Source: an optimization exercise on an open RTL-to-GDS flow (aim: small area, a short achievable clock period and few clock cycles). Production flows keep margins and buffers that such runs may drop. Only simulation tests tie the RTL to the original design; equivalence was not proved. No activity file was given, so power comes from the tool's default toggle rates.

## flow/design.v

```verilog
module regfile(
    input             clk,
    input             we,
    input      [4:0]  waddr,
    input      [31:0] wdata,
    input      [4:0]  raddr1,
    input      [4:0]  raddr2,
    output reg [31:0] rdata1,
    output reg [31:0] rdata2
);
    reg [31:0] rf [1:31];
    always @(posedge clk)
        if (we && waddr != 5'd0)
            rf[waddr] <= wdata;
    integer i;
    always @(*) begin
        rdata1 = 32'd0;
        rdata2 = 32'd0;
        for (i = 1; i < 32; i = i + 1) begin
            rdata1 = rdata1 | (rf[i] & {32{raddr1 == i}});
            rdata2 = rdata2 | (rf[i] & {32{raddr2 == i}});
        end
    end
endmodule
module riscx(
    input                      clk,
    input                      rst_n,
    output [32-1:0]     imem_addr,
    input  [32-1:0]  imem_rdata,
    output [32-1:0]         dmem_addr,
    output                     dmem_wen,
    output [3:0]               dmem_wstrb,
    output [32-1:0]         dmem_wdata,
    input  [32-1:0]         dmem_rdata
);
    reg  [31:2] pc_f;
    reg         v_d;
    reg  [31:0] ir_d;
    reg  [31:0] a_e, b_e;
    reg  [31:0] t_e;    
    reg  [4:0]  rd_e;
    reg  [2:0]  f3_e, mf_e;
    reg         we_e, ld_e, st_e, br_e, jalr_e, link_e, alu_e, sub_e, sra_e;
    reg         dead_e, sgn_e, is_sum_e;
    reg  [4:0]  sh_e;
    reg  [31:0] res_m, wdata_m;
    reg  [3:0]  wstrb_m;
    reg  [4:0]  rd_m;
    reg  [2:0]  f3_m;
    reg         we_m, ld_m, wen_m;
    assign dmem_addr  = res_m;
    assign dmem_wen   = wen_m;
    assign dmem_wstrb = wstrb_m;
    assign dmem_wdata = wdata_m;
    wire [15:0] ld_h = res_m[1] ? dmem_rdata[31:16] : dmem_rdata[15:0];
    wire [7:0]  ld_b = res_m[0] ? ld_h[15:8] : ld_h[7:0];
    wire [31:0] ld_val = (f3_m[1:0] == 2'b00) ? {{24{~f3_m[2] & ld_b[7]}}, ld_b}
                       : (f3_m[1:0] == 2'b01) ? {{16{~f3_m[2] & ld_h[15]}}, ld_h}
                       : dmem_rdata;
    wire [31:0] wb_m = ld_m ? ld_val : res_m;
    wire        ok_e  = ~dead_e;
    wire [31:0] b_inv = sub_e ? ~b_e : b_e;
    wire [31:0] sum   = a_e + b_inv + {31'd0, sub_e};
    wire        ltx   = {a_e[31] ^ sgn_e, a_e[30:0]} < {b_e[31] ^ sgn_e, b_e[30:0]};
    wire        eq    = (a_e == b_e);
    wire        sh_left = ~f3_e[2];
    reg  [31:0] a_rev;
    integer k;
    always @(*) for (k = 0; k < 32; k = k + 1) a_rev[k] = a_e[31-k];
    wire [31:0] sh_in  = sh_left ? a_rev : a_e;
    wire [32:0] sh_ext = {sra_e & a_e[31], sh_in};
    wire [32:0] sh_out = $signed(sh_ext) >>> sh_e;
    reg  [31:0] sh_rev;
    always @(*) for (k = 0; k < 32; k = k + 1) sh_rev[k] = sh_out[31-k];
    wire [31:0] sh_res = sh_left ? sh_rev : sh_out[31:0];
    reg  [31:0] oth_res;
    always @(*) begin
        case (f3_e)
            3'b001: oth_res = sh_res;
            3'b010: oth_res = {31'd0, ltx};
            3'b011: oth_res = {31'd0, ltx};
            3'b100: oth_res = a_e ^ b_e;
            3'b101: oth_res = sh_res;
            3'b110: oth_res = a_e | b_e;
            3'b111: oth_res = a_e & b_e;
            default: oth_res = t_e;
        endcase
    end
    wire [31:0] res_e = is_sum_e ? sum : oth_res;
    wire br_cond = (f3_e[2] ? ltx : eq) ^ f3_e[0];
    wire redir_e = ok_e & ((br_e & br_cond) | jalr_e);
    wire [31:2] tgt_e   = jalr_e ? sum[31:2] : t_e[31:2];
    wire [31:0] st_data = (mf_e[1:0] == 2'b00) ? {4{t_e[7:0]}}
                        : (mf_e[1:0] == 2'b01) ? {2{t_e[15:0]}}
                        : t_e;
    wire [3:0]  st_strb = (mf_e[1:0] == 2'b00) ? (4'b0001 << sum[1:0])
                        : (mf_e[1:0] == 2'b01) ? (sum[1] ? 4'b1100 : 4'b0011)
                        : 4'b1111;
    wire [4:0] op  = ir_d[6:2];
    wire [4:0] rd  = ir_d[11:7];
    wire [2:0] f3  = ir_d[14:12];
    wire [4:0] rs1 = ir_d[19:15];
    wire [4:0] rs2 = ir_d[24:20];
    wire d_lui   = (op == 5'b01101);
    wire d_auipc = (op == 5'b00101);
    wire d_jal   = (op == 5'b11011);
    wire d_jalr  = (op == 5'b11001);
    wire d_br    = (op == 5'b11000);
    wire d_ld    = (op == 5'b00000);
    wire d_st    = (op == 5'b01000);
    wire d_opi   = (op == 5'b00100);
    wire d_op    = (op == 5'b01100);
    wire use1 = d_jalr | d_br | d_ld | d_st | d_opi | d_op;
    wire use2 = d_br | d_st | d_op;
    wire d_we = (d_lui | d_auipc | d_jal | d_jalr | d_ld | d_opi | d_op) & (rd != 5'd0);
    wire [31:0] imm_i = {{20{ir_d[31]}}, ir_d[31:20]};
    wire [31:0] imm_s = {{20{ir_d[31]}}, ir_d[31:25], ir_d[11:7]};
    wire [31:0] imm_b = {{19{ir_d[31]}}, ir_d[31], ir_d[7], ir_d[30:25], ir_d[11:8], 1'b0};
    wire [31:0] imm_j = {{11{ir_d[31]}}, ir_d[31], ir_d[19:12], ir_d[20], ir_d[30:21], 1'b0};
    wire [31:0] imm_u = {ir_d[31:12], 12'd0};
    wire [19:0] imm_u_hi_m1 = ir_d[31:12] - 20'd1;
    wire [31:0] imm_u_m4 = {imm_u_hi_m1, 12'hffc};
    wire [31:0] rf1, rf2;
    regfile rf_u(
        .clk    (clk),
        .we     (we_m),
        .waddr  (rd_m),
        .wdata  (wb_m),
        .raddr1 (rs1),
        .raddr2 (rs2),
        .rdata1 (rf1),
        .rdata2 (rf2)
    );
    wire fe1 = we_e & ok_e & (rd_e == rs1);
    wire fe2 = we_e & ok_e & (rd_e == rs2);
    wire fm1 = we_m & (rd_m == rs1);
    wire fm2 = we_m & (rd_m == rs2);
    wire [31:0] r1_mr = fm1 ? wb_m : rf1;
    wire [31:0] r2_mr = fm2 ? wb_m : rf2;
    wire stall = v_d & ld_e & ((use1 & fe1) | (use2 & fe2));
    wire        a_is_r = ~(d_lui | d_auipc);
    wire [31:0] a_nf   = d_lui ? 32'd0 : d_auipc ? {pc_f, 2'b00} : r1_mr;
    wire [31:0] a_d    = (a_is_r & fe1) ? res_e : a_nf;
    wire        b_is_r = d_op | d_br;
    wire [31:0] b_imm  = d_st ? imm_s : d_lui ? imm_u : d_auipc ? imm_u_m4 : imm_i;
    wire [31:0] b_nf   = b_is_r ? r2_mr : b_imm;
    wire [31:0] b_d    = (b_is_r & fe2) ? res_e : b_nf;
    wire [31:0] s_d    = fe2 ? res_e : r2_mr;
    wire [31:0] t_off  = ir_d[3] ? imm_j : imm_b;
    wire [31:2] t_s    = ~(pc_f ^ t_off[31:2]);
    wire [31:2] t_c    = pc_f | t_off[31:2];
    wire [31:2] t_d    = t_s + {t_c[30:2], 1'b0};
    wire [31:0] t_de   = d_st ? s_d : d_br ? {t_d, 2'b00} : {pc_f, 2'b00};
    wire redir_d = v_d & d_jal;
    wire [31:2] pc_next = redir_e ? tgt_e
                        : redir_d ? t_d
                        : stall   ? pc_f
                        : pc_f + 30'd1;
    assign imem_addr = {pc_f, 2'b00};
    wire go_e   = v_d & ~stall;
    always @(posedge clk or negedge rst_n) begin
        if (~rst_n) begin
            pc_f   <= 30'd0;
            v_d    <= 1'b0;
            we_e   <= 1'b0;
            ld_e   <= 1'b0;
            st_e   <= 1'b0;
            br_e   <= 1'b0;
            jalr_e <= 1'b0;
            dead_e <= 1'b0;
            we_m   <= 1'b0;
            wen_m  <= 1'b0;
        end else begin
            pc_f   <= pc_next;
            if (~stall)
                v_d <= ~(redir_e | redir_d);
            we_e   <= go_e & d_we;
            ld_e   <= go_e & d_ld;
            st_e   <= go_e & d_st;
            br_e   <= go_e & d_br;
            jalr_e <= go_e & d_jalr;
            dead_e <= redir_e;
            we_m   <= we_e & ok_e;
            wen_m  <= st_e & ok_e;
        end
    end
    always @(posedge clk) begin
        if (~stall) begin
            ir_d <= imem_rdata;
        end
        a_e    <= a_d;
        b_e    <= b_d;
        t_e    <= t_de;
        rd_e   <= rd;
        f3_e   <= (d_op | d_opi | d_br) ? f3 : 3'b000;
        sgn_e  <= d_br ? ~f3[1] : ~f3[0];
        is_sum_e <= ~(d_op | d_opi | d_jal | d_jalr) | ((d_op | d_opi) & f3 == 3'b000);
        sh_e   <= b_d[4:0];
        mf_e   <= f3;
        alu_e  <= d_op | d_opi;
        sub_e  <= d_op & f3 == 3'b000 & ir_d[30];
        sra_e  <= ir_d[30];
        link_e <= d_jal | d_jalr;
        res_m   <= res_e;
        wdata_m <= st_data;
        wstrb_m <= st_strb;
        rd_m    <= rd_e;
        f3_m    <= mf_e;
        ld_m    <= ld_e;
    end
endmodule
```

## flow/run.sh

```bash
#!/bin/bash
# synth_recipe.tcl (not shown) runs the flow's synth.tcl, then flattens the netlist and writes it again
# the make line also repeats each setting of config.mk as NAME=value (left out here)
make -C /OpenROAD-flow-scripts/flow DESIGN_CONFIG=/design/flow/config.mk WORK_HOME=/design/flow/orfs CLKGATE_MAP_FILE= SYNTH_SCRIPT=/design/flow/synth_recipe.tcl finish
```

## flow/config.mk

```make
export PLATFORM = sky130hd
export DESIGN_NAME = riscx
export DESIGN_NICKNAME = riscx
export VERILOG_FILES = /design/flow/design.v
export SDC_FILE = /design/flow/constraint.sdc
export NUM_CORES = 4
export LEC_CHECK = 0
export CAP_MARGIN = 20
export CORE_MARGIN = 2
export CORE_UTILIZATION = 40
export PLACE_DENSITY = 0.6
export SETUP_SLACK_MARGIN = 5
export SLEW_MARGIN = 20
```

## flow/constraint.sdc

```tcl
create_clock -name core_clock -period 10.0 [get_ports {clk}]
set_input_delay 2.0000 -clock core_clock [delete_from_list [all_inputs] [get_ports {clk}]]
set_output_delay 2.0000 -clock core_clock [all_outputs]
set_load 0.01 [all_outputs]
```

==> summary.txt, run 1 <==
critical path peak fanout=23; worst path required time=between 10 and 15 ns; met1 Resource Use GR=0.485; Critical Path, Cell by Cell=nand2_1 -> nor2_4 -> buf_4 -> a22oi_1 -> nand2_1 -> nor4_1 -> a31oi_1 -> o21ai_0 -> o211a_1 -> a221oi_1; met3 usage=0.174; Mapped Cells=5699; part of the total power dissipated in sequential elements=0.416; result of the run=complete, no violations; portion of synthesized cell area occupied by the leading cell type=0.480; Overall Power=0.0174 W; setup repair after global routing missed its margin=true; Top Family by Delay on Critical Path=compound AO/OA/AOI/OAI gates; WL/cell=42.4 um; number of buffer cells added on primary ports=162; ranking of synthesized cells by area=sky130_fd_sc_hd__edfxtp_1 (48%), sky130_fd_sc_hd__a22oi_1 (10%), sky130_fd_sc_hd__dfxtp_1 (5.9%), sky130_fd_sc_hd__ha_1 (3.6%), sky130_fd_sc_hd__nand2_1 (2.9%); Initial Util=0.403; cell type with the highest aggregate area in the netlist=sky130_fd_sc_hd__edfxtp_1; Pleak=between 20 and 30 nW; number of nets in the layout=6062; area inside the core boundary=159000 um^2; placement-stage worst setup slack=3.97 ns; power density over cell area=236 nW/um^2; IR drop worst, VDD=around 230 uV; hold path endpoint=f3_m[2]$_DFF_P_; number of buffers inserted by hold repair at cts=0; die span in x=404 um; all-layer global routing usage=0.402; post-route fraction of the period consumed by the critical path=0.526; Global Route met2 Usage=0.574; layout cell share with drive strength beyond 1=0.116; floorplan die height=404 um; routed wire length=about 340 mm; final-report hold violation count=0; H-Tree Level Count=4; Worst Max-Slew Pin Slew=~1.3 ns; crit-path max cell delay=roughly 0.89 ns; top cells by instance count after synthesis=sky130_fd_sc_hd__edfxtp_1 (1022), sky130_fd_sc_hd__a22oi_1 (877), sky130_fd_sc_hd__nand2_1 (501); Vias per Instance=7.40; Int Power=~0.011 W; worst hold path type=reg -> reg; CP max-delay cell=sky130_fd_sc_hd__edfxtp_1; switching pwr=roughly 0.0064 W; reg-to-reg critical path startpoint=ir_d[20]$_DFFE_PN_; worst path bufs/invs=1; MaxCap Viol Count=0; Die Outline Area=163000 um^2; wire length of the first global-routing pass=451 mm; number of antenna violations at the first check in global routing=21; Crit. Startpoint=ir_d[20]$_DFFE_PN_; Worst Setup Slack, final=4.74 ns; headroom to the max-slew limit=0.121; crit path launch type=flip-flop; clock share of power=0.295; Switching Fraction=0.366; dominant synthesized flop cell=sky130_fd_sc_hd__edfxtp_1; end of the worst register-to-register path=t_e[21]$_DFF_P_; residual antenna-violating net count after detailed routing=0; count of vias placed by the detailed router=59200; register-to-register path setup slack=between 4 and 5 ns; number of endpoints failing setup at the final stage=0; number of placement rows=146; final total negative setup slack=0 ns; total clock buffers created by CTS=between 100 and 150; number of fill cells in the layout=14500; highest-utilization routing layer at the global route stage=met2; drt first pass iters=9; CTS tree=yes; count of unique library cells instantiated by Yosys=91; DRT iter0 DRCs=13400; startpoint-to-endpoint class of the critical path=reg -> reg; critical path data arrival time=5.93 ns; length in cells of the worst reg-to-reg path=10; Post-DP HPWL=a little over 200 mm; post-synthesis cell area=64000 um^2; number of register bits inferred by synthesis=1249; time the worst path needs with I/O delays and setup=~5.3 ns; clock-pin transition on the worst setup and hold timing paths=0.06 ns; proportion of synthesized chip area in sequential cells=0.554; gpl congestion=1.03; area post-placement=68800 um^2; share of async-settable or async-resettable flops after synthesis=0.0312; I/O pin count=between 150 and 200; clk sinks=1249; overall overflow remaining after global route=0; clock network latency to the later pin of the worst-skew pair=0.83 ns; Finished Cell Area=73600 um^2; DRC Markers=0; count of flip-flops with a built-in enable after synthesis=around 1000; start point of the worst hold path=mf_e[2]$_DFF_P_; mean area per synthesized cell=11.2 um^2; WHS Path Cells=0; count of final max-slew check failures=0; clock root buffer=sky130_fd_sc_hd__clkbuf_16; maximum number of buffers from clock root to sink=3; Final Skew=0.0774 ns; critical path endpoint category=flip-flop; most repeated cell in the gate-level netlist after synthesis=sky130_fd_sc_hd__edfxtp_1; combinational share of power=0.289; Fmax=190 MHz; count of yosys warnings during synthesis=2; via count of the first global-routing pass=54000; maximum number of pins on one net before global-route repair=slightly above 70; area overhead of the layout relative to synthesis=15.1%; most frequent CP cell=sky130_fd_sc_hd__nand2_1
power groups by stage:
stage	Sequential [W]	Combinational (W)	Clock (W)
2_1_floorplan	0.00693	0.00258	0
3_3_place_gp	0.00729	0.00467	0
3_5_place_dp	0.00729	0.00471	0
4_1_cts	0.00718	0.00474	0.00509
5_1_grt	0.00720	0.00524	0.00531
6_report	0.00724	0.00503	0.00512
routing by layer:
layer | routed length, um | up-vias | part of all wire
met4 | 31100 | 22 | 0.092
met3 | 57800 | 1732 | 0.17
li1 | - | 22600 | -
met5 | 226 | - | 0.00067
met2 | 138000 | 6421 | 0.41
met1 | 112000 | 28500 | 0.33
cell usage in the layout, fill, tap and decap left out, drive strengths merged, types with 64 or more instances in the layout:
master,instances
nor3,106
o21ai,235
clkbuf,163
nand2,501
a31oi,64
nor2,336
edfxtp,1022
a22oi,879
nand3,122
dfxtp,188
nor4,66
buf,216
inv,232
ha,185
mux2i,70
clkdlybuf4s50,161
a21oi,234
stage by stage:
stage / hold WS [ns] / std cells / util
after floorplan: 0.310 / 5700 / -
final: 0.355 / 7998 / 0.464
after global placement: 0.312 / 7724 / 0.434
after detailed placement: 0.327 / 7724 / 0.434
after CTS: 0.360 / 7969 / 0.462
after global routing: 0.358 / 7991 / 0.464
registers in the layout, summed over array words and instances, names as in the netlist, 5 cells and up:
signal and cells:
rf_u.rf 992, a_e 32, res_m 32, t_e 32, wdata_m 32, ir_d 30, pc_f 30, b_e 28
rd_e 5, rd_m 5
kinds of logic (layout without fill, tap and decap cells):
| group | count (synthesis) | after routing | share of synthesized area |
|---|---|---|---|
| mux | 160 | 160 | 0.0366 |
| flops | 1249 | 1249 | 0.554 |
| xor+xnor | 114 | 114 | 0.0156 |
| buf+inv | 636 | 855 | 0.0389 |
| fa+ha+maj | 187 | 187 | 0.0368 |
| other cells | 1 | 9 | 0.0000586 |
| simple gates | 1401 | 1401 | 0.101 |
| compound gates | 1951 | 1951 | 0.217 |
worst max-delay path by stage:
stage,slack (ns),to,depth (start not counted)
final,4.74,t_e[21]$_DFF_P_,10
after global routing,5.00,b_e[20]$_DFF_P_,11
after CTS,5.03,b_e[13]$_DFF_P_,9
after detailed placement,3.97,b_e[13]$_DFF_P_,9
after global placement,3.95,b_e[13]$_DFF_P_,9
after floorplan,5.27,b_e[20]$_DFF_P_,9
cell type report:
cell class,instances,area [um^2],share of cell area
repair buffers,378,3290,0.0447
diodes,7,17.5,0.000238
flip-flops and latches,1249,35400,0.481
inverters,230,875,0.0119
clock inverters,83,925,0.0126
repair inverters,2,10.0,0.000136
clock buffers,162,3510,0.0477
well taps,2072,2590,0.0352
multi-input cells,3815,26900,0.366
repair_timing:
action                                  4_1_cts  5_1_grt
pin swaps                                     0        5
endpoints found under the setup margin        4       61
gates cloned                                  0        2
resized for setup                             2       13
setup buffers                                 0       16
worst reg2reg max path, stage by stage (launching register included):
cell and delay [ns]:
sky130_fd_sc_hd__edfxtp_1 0.89, sky130_fd_sc_hd__nand2_1 0.74, sky130_fd_sc_hd__nor2_4 0.80, sky130_fd_sc_hd__buf_4 0.76
sky130_fd_sc_hd__a22oi_1 0.17, sky130_fd_sc_hd__nand2_1 0.12, sky130_fd_sc_hd__nor4_1 0.07, sky130_fd_sc_hd__a31oi_1 0.50
sky130_fd_sc_hd__o21ai_0 0.54, sky130_fd_sc_hd__o211a_1 0.37, sky130_fd_sc_hd__a221oi_1 0.22
Testbench counts, summed over its fixed seeds: cycles 158,247.
==> run 2: changes to the inputs <==
--- a/flow/design.v
+++ b/flow/design.v
@@ -43,5 +43,5 @@
     reg         we_e, ld_e, st_e, br_e, jalr_e, link_e, alu_e, sub_e, sra_e;
     reg         dead_e, sgn_e, is_sum_e;
-    reg  [4:0]  sh_e;
+    reg  [4:0]  shl_e, shr_e;
     reg  [31:0] res_m, wdata_m;
     reg  [3:0]  wstrb_m;
@@ -64,22 +64,16 @@
     wire        ltx   = {a_e[31] ^ sgn_e, a_e[30:0]} < {b_e[31] ^ sgn_e, b_e[30:0]};
     wire        eq    = (a_e == b_e);
-    wire        sh_left = ~f3_e[2];
-    reg  [31:0] a_rev;
-    integer k;
-    always @(*) for (k = 0; k < 32; k = k + 1) a_rev[k] = a_e[31-k];
-    wire [31:0] sh_in  = sh_left ? a_rev : a_e;
-    wire [32:0] sh_ext = {sra_e & a_e[31], sh_in};
-    wire [32:0] sh_out = $signed(sh_ext) >>> sh_e;
-    reg  [31:0] sh_rev;
-    always @(*) for (k = 0; k < 32; k = k + 1) sh_rev[k] = sh_out[31-k];
-    wire [31:0] sh_res = sh_left ? sh_rev : sh_out[31:0];
+    wire [31:0] sll_res = a_e << shl_e;
+    wire [32:0] sr_ext  = {sra_e & a_e[31], a_e};
+    wire [32:0] sr_out  = $signed(sr_ext) >>> shr_e;
+    wire [31:0] sr_res  = sr_out[31:0];
     reg  [31:0] oth_res;
     always @(*) begin
         case (f3_e)
-            3'b001: oth_res = sh_res;
+            3'b001: oth_res = sll_res;
             3'b010: oth_res = {31'd0, ltx};
             3'b011: oth_res = {31'd0, ltx};
             3'b100: oth_res = a_e ^ b_e;
-            3'b101: oth_res = sh_res;
+            3'b101: oth_res = sr_res;
             3'b110: oth_res = a_e | b_e;
             3'b111: oth_res = a_e & b_e;
@@ -147,14 +141,16 @@
     wire [31:0] b_d    = (b_is_r & fe2) ? res_e : b_nf;
     wire [31:0] s_d    = fe2 ? res_e : r2_mr;
-    wire [31:0] t_off  = ir_d[3] ? imm_j : imm_b;
-    wire [31:2] t_s    = ~(pc_f ^ t_off[31:2]);
-    wire [31:2] t_c    = pc_f | t_off[31:2];
-    wire [31:2] t_d    = t_s + {t_c[30:2], 1'b0};
-    wire [31:0] t_de   = d_st ? s_d : d_br ? {t_d, 2'b00} : {pc_f, 2'b00};
+    wire [31:2] tj_s   = ~(pc_f ^ imm_j[31:2]);
+    wire [31:2] tj_c   = pc_f | imm_j[31:2];
+    wire [31:2] t_j    = tj_s + {tj_c[30:2], 1'b0};
+    wire [31:2] tb_s   = ~(pc_f ^ imm_b[31:2]);
+    wire [31:2] tb_c   = pc_f | imm_b[31:2];
+    wire [31:2] t_b    = tb_s + {tb_c[30:2], 1'b0};
+    wire [31:0] t_oth  = d_st ? s_d : {pc_f, 2'b00};
+    wire [31:0] t_de   = d_br ? {t_b, 2'b00} : t_oth;
     wire redir_d = v_d & d_jal;
-    wire [31:2] pc_next = redir_e ? tgt_e
-                        : redir_d ? t_d
-                        : stall   ? pc_f
-                        : pc_f + 30'd1;
+    wire [31:2] pc_seq  = stall ? pc_f : pc_f + 30'd1;
+    wire [31:2] pc_nd   = redir_d ? t_j : pc_seq;
+    wire [31:2] pc_next = redir_e ? tgt_e : pc_nd;
     assign imem_addr = {pc_f, 2'b00};
     wire go_e   = v_d & ~stall;
@@ -196,5 +192,6 @@
         sgn_e  <= d_br ? ~f3[1] : ~f3[0];
         is_sum_e <= ~(d_op | d_opi | d_jal | d_jalr) | ((d_op | d_opi) & f3 == 3'b000);
-        sh_e   <= b_d[4:0];
+        shl_e  <= b_d[4:0];
+        shr_e  <= b_d[4:0];
         mf_e   <= f3;
         alu_e  <= d_op | d_opi;
==> flow/flow/run.sh (new file) <==
#!/bin/bash
set -euo pipefail
bash standard.sh SETUP_SLACK_MARGIN=6.5 "BUFFER_PORTS_ARGS=-buffer_cell sky130_fd_sc_hd__buf_4" finish > standard_flow.log 2>&1
==> flow/standard.sh (new file) <==
#!/bin/bash
# synth_recipe.tcl (not shown) runs the flow's synth.tcl, then flattens the netlist and writes it again
# the make line also repeats each setting of config.mk as NAME=value (left out here)
make -C /OpenROAD-flow-scripts/flow DESIGN_CONFIG=/design/flow/config.mk WORK_HOME=/design/flow/orfs CLKGATE_MAP_FILE= SYNTH_SCRIPT=/design/flow/synth_recipe.tcl "${@:-finish}"
--- a/flow/config.mk
+++ b/flow/config.mk
@@ -8,6 +8,5 @@
 export CAP_MARGIN = 20
 export CORE_MARGIN = 2
-export CORE_UTILIZATION = 40
-export PLACE_DENSITY = 0.6
-export SETUP_SLACK_MARGIN = 5
+export CORE_UTILIZATION = 30
+export PLACE_DENSITY = 0.5
 export SLEW_MARGIN = 20
removed: flow/run.sh
==> summary.txt, run 2 <==
result of the run=complete, no violations; Fmax=268 MHz (+41%); post-route fraction of the period consumed by the critical path=0.373 (-0.153); most frequent standard cell in the layout excluding fill and tap cells=sky130_fd_sc_hd__edfxtp_1; register-to-register path setup slack=6.31 ns (+1.57 ns); max FFs per register=992 (unchanged); number of register bits inferred by synthesis=1249 (unchanged); final-report hold violation count=0 (unchanged); maximum number of pins on one net before global-route repair=72 (unchanged); share of async-settable or async-resettable flops after synthesis=0.0312 (unchanged); CP max-delay cell=sky130_fd_sc_hd__o2bb2ai_2; area inside the core boundary=214000 um^2 (+35%); number of cells after detailed placement=8453 (+9.4%); number of endpoints failing setup at the final stage=0 (unchanged); residual antenna-violating net count after detailed routing=0 (unchanged); clk sinks=1249 (unchanged); Int Power=0.0122 W (+10%); time the worst path needs with I/O delays and setup=3.73 ns (-1.53 ns); crit-path max cell delay=0.81 ns (-0.08 ns); wire length of the first global-routing pass=503 mm (+11%); final total negative setup slack=0 ns (unchanged); Vias per Instance=6.81 (-8.0%); overall overflow remaining after global route=0 (unchanged); Die Outline Area=219000 um^2 (+34%); clock share of power=0.263 (-0.032); reg-to-reg critical path startpoint=ir_d[26]$_DFFE_PN_; Post-DP HPWL=225 mm (+12%); CTS tree=yes; clock root buffer=sky130_fd_sc_hd__clkbuf_16; count of unique library cells instantiated by Yosys=103 (+13%); WL/cell=42.3 um (-0.28%); part of the total power dissipated in sequential elements=0.369 (-0.047); routed wire length=383 mm (+13%); clock network latency to the later pin of the worst-skew pair=0.83 ns (about the same); number of buffers inserted by hold repair at cts=0 (unchanged); power density over cell area=243 nW/um^2 (+2.8%); worst path required time=10.51 ns (-0.16 ns); worst hold path type=reg -> reg; Initial Util=0.301 (-0.102); Critical Path, Cell by Cell=buf_4 -> mux2i_4 -> o21ai_4 -> nand2_4 -> o2bb2ai_2; total clock buffers created by CTS=135 (+1.5%); number of fill cells in the layout=20700 (+43%); switching pwr=0.00762 W (+20%); DRC Markers=0 (unchanged); critical path endpoint category=flip-flop; area overhead of the layout relative to synthesis=26.1%; via count of the first global-routing pass=56700 (+5.1%); final std cells w/o fill=9070 (+13%); die span in x=468 um (+16%); Crit. Startpoint=dmem_rdata[31]; number of placement rows=170 (+16%); portion of synthesized cell area occupied by the leading cell type=0.475 (-0.00495); Largest Register=rf_u.rf; WHS Path Cells=0 (unchanged); Pleak=29.0 nW (+11%); gpl congestion=0.983 (-4.8%); count of yosys warnings during synthesis=2 (unchanged); start point of the worst hold path=mf_e[2]$_DFF_P_; dominant synthesized flop cell=sky130_fd_sc_hd__edfxtp_1; MaxCap Viol Count=0 (unchanged); proportion of synthesized chip area in sequential cells=0.548 (-0.00572); ranking of synthesized cells by area=sky130_fd_sc_hd__edfxtp_1 (47%), sky130_fd_sc_hd__a22oi_1 (7.0%), sky130_fd_sc_hd__dfxtp_1 (5.8%), sky130_fd_sc_hd__ha_1 (4.1%), sky130_fd_sc_hd__a221oi_1 (2.5%); cell type with the highest aggregate area in the netlist=sky130_fd_sc_hd__edfxtp_1; mean area per synthesized cell=11.5 um^2 (+2.2%); drt first pass iters=11 (+2); floorplan die height=468 um (+16%); most used cells in the layout excluding fill and tap cells=sky130_fd_sc_hd__edfxtp_1 (1022), sky130_fd_sc_hd__buf_4 (590), sky130_fd_sc_hd__a22oi_1 (589), sky130_fd_sc_hd__nand2_1 (361), sky130_fd_sc_hd__nor2_1 (272); number of buffer cells added on primary ports=162 (unchanged); count of flip-flops with a built-in enable after synthesis=1022 (unchanged); startpoint-to-endpoint class of the critical path=in -> reg; maximum number of buffers from clock root to sink=3 (unchanged); all-layer global routing usage=0.336 (-0.0659); number of antenna violations at the first check in global routing=20 (-4.8%); I/O pin count=167 (unchanged); crit path launch type=input pin; clock-pin transition on the worst setup and hold timing paths=0.08 ns (+0.02 ns); Mapped Cells=5637 (-1.1%); IR drop worst, VDD=128 uV (-45%); top cells by instance count after synthesis=sky130_fd_sc_hd__edfxtp_1 (1022), sky130_fd_sc_hd__a22oi_1 (601), sky130_fd_sc_hd__nor2_1 (377); count of vias placed by the detailed router=61800 (+4.3%); critical path data arrival time=4.24 ns (-1.69 ns); Final Skew=0.0664 ns (-0.0110 ns); Switching Fraction=0.385 (+0.0186); layout cell share with drive strength beyond 1=0.256 (+0.140); setup repair after global routing missed its margin=true; most repeated cell in the gate-level netlist after synthesis=sky130_fd_sc_hd__edfxtp_1; post-synthesis cell area=64600 um^2 (+1.0%); critical path peak fanout=16 (-30%); Worst Max-Slew Pin Slew=1.39 ns (+0.0770 ns); H-Tree Level Count=4 (unchanged); number of nets in the layout=6389 (+5.4%); DRT iter0 DRCs=13200 (-1.1%); headroom to the max-slew limit=0.0683 (-0.0527); length in cells of the worst reg-to-reg path=15 (+5); combinational share of power=0.368 (+0.079); count of final max-slew check failures=0 (unchanged)
## run 2: metal layers
metal / global-route usage / routed length, um
met1: 0.410 / 135000
met2: 0.476 / 155000
met3: 0.153 / 62000
met4: 0.214 / 30700
met5: 0.00812 / 353
## run 2: area by class of cell
cell class	instances	area, um^2	share of cell area
repair inverters	2	12.5	0.000154
clock buffers	174	3670	0.0450
repair buffers	707	6440	0.0791
inverters	280	1110	0.0136
clock inverters	70	757	0.00929
diodes	16	40.0	0.000491
multi-input cells	3734	30200	0.371
flip-flops and latches	1249	35600	0.437
well taps	2838	3550	0.0436
## run 2: through the flow
step / instance area, um^2 / hold slack [ns] / setup WS, ns / utilization / power [W]
2_1_floorplan: 65100 / 0.310 / 6.21 / - / 0.0100
3_3_place_gp: 70500 / 0.316 / 4.95 / 0.329 / 0.0126
3_5_place_dp: 70500 / 0.317 / 4.94 / 0.329 / 0.0126
4_1_cts: 79400 / 0.305 / 6.28 / 0.370 / 0.0188
5_1_grt: 81400 / 0.310 / 6.26 / 0.380 / 0.0202
6_report: 81500 / 0.298 / 6.27 / 0.380 / 0.0198
## run 2: kinds of logic after synthesis
group	share of synthesized area
compound gates	0.218
mux	0.0402
fa+ha+maj	0.0418
other cells	0.0000580
simple gates	0.0903
flops	0.548
buf+inv	0.0422
xor+xnor	0.0190
## run 2: path summary, 6_finish.rpt
| check | to |
|---|---|
| setup / recovery | rf_u.rf[13][17]$_DFFE_PP_ |
| hold / removal | f3_m[2]$_DFF_P_ |
| setup reg to reg | t_e[22]$_DFF_P_ |
| hold reg to reg | f3_m[2]$_DFF_P_ |
| max in group asynchronous | pc_f[9]$_DFFE_PN0P_ |
| min in group asynchronous | pc_f[24]$_DFFE_PN0P_ |
## run 2: critical path: cells and delay by family
kind            cells  cell delay (ns)
buf+inv             1             0.11
simple gates        1             0.66
mux                 1             0.08
compound gates      2             1.36
## run 2: power by group through the flow
stage | sequential, W | clock, W | combinational, W
CTS | 0.00725 | 0.00518 | 0.00641
global placement | 0.00743 | 0 | 0.00520
finish | 0.00730 | 0.00520 | 0.00728
detailed placement | 0.00743 | 0 | 0.00520
floorplan | 0.00697 | 0 | 0.00305
global route | 0.00727 | 0.00539 | 0.00750
## run 2: repair_timing
| action | CTS | global route |
|---|---|---|
| endpoints found under the setup margin | 240 | 519 |
| setup buffers | 231 | 92 |
| cloned | 30 | 3 |
| pin swaps | 98 | 78 |
| resized for setup | 456 | 248 |
Testbench counts of run 2, summed over its fixed seeds: cycles 158,247.

==> re-timing with driven ports <==
In the flow no input, the clock included, has a driving cell. The finished layouts below were timed again as built, in two steps. Step 1 sets driving cells, clkbuf_16 on the clock port and buf_2 on the other inputs (assumed; they add their load-dependent delay and slew). Step 2 adds t to the input delays and takes it off the output delays; t is the mean of the earliest and latest rising clock arrival at the registers after step 1. Input paths then give back, and output paths get back, about the clock's delay inside the block. Three values: ideal, step 1, step 2; two values: the first two.
run	shift t [ns]	slack for setup (ns)	latest minus earliest clock arrival (ns)	worst register clock-pin slew, ns
run 1	0.871	4.742 / 4.742 / 4.039	0.090 / 0.090	0.07 / 0.07
run 2	0.892	6.272 / 6.297 / 5.405	0.067 / 0.066	0.08 / 0.08
After both steps setup and hold are still met in every run listed. The setup slack of run 2, which loses most, moves by +0.025 ns with the drivers and by -0.867 ns with both steps.
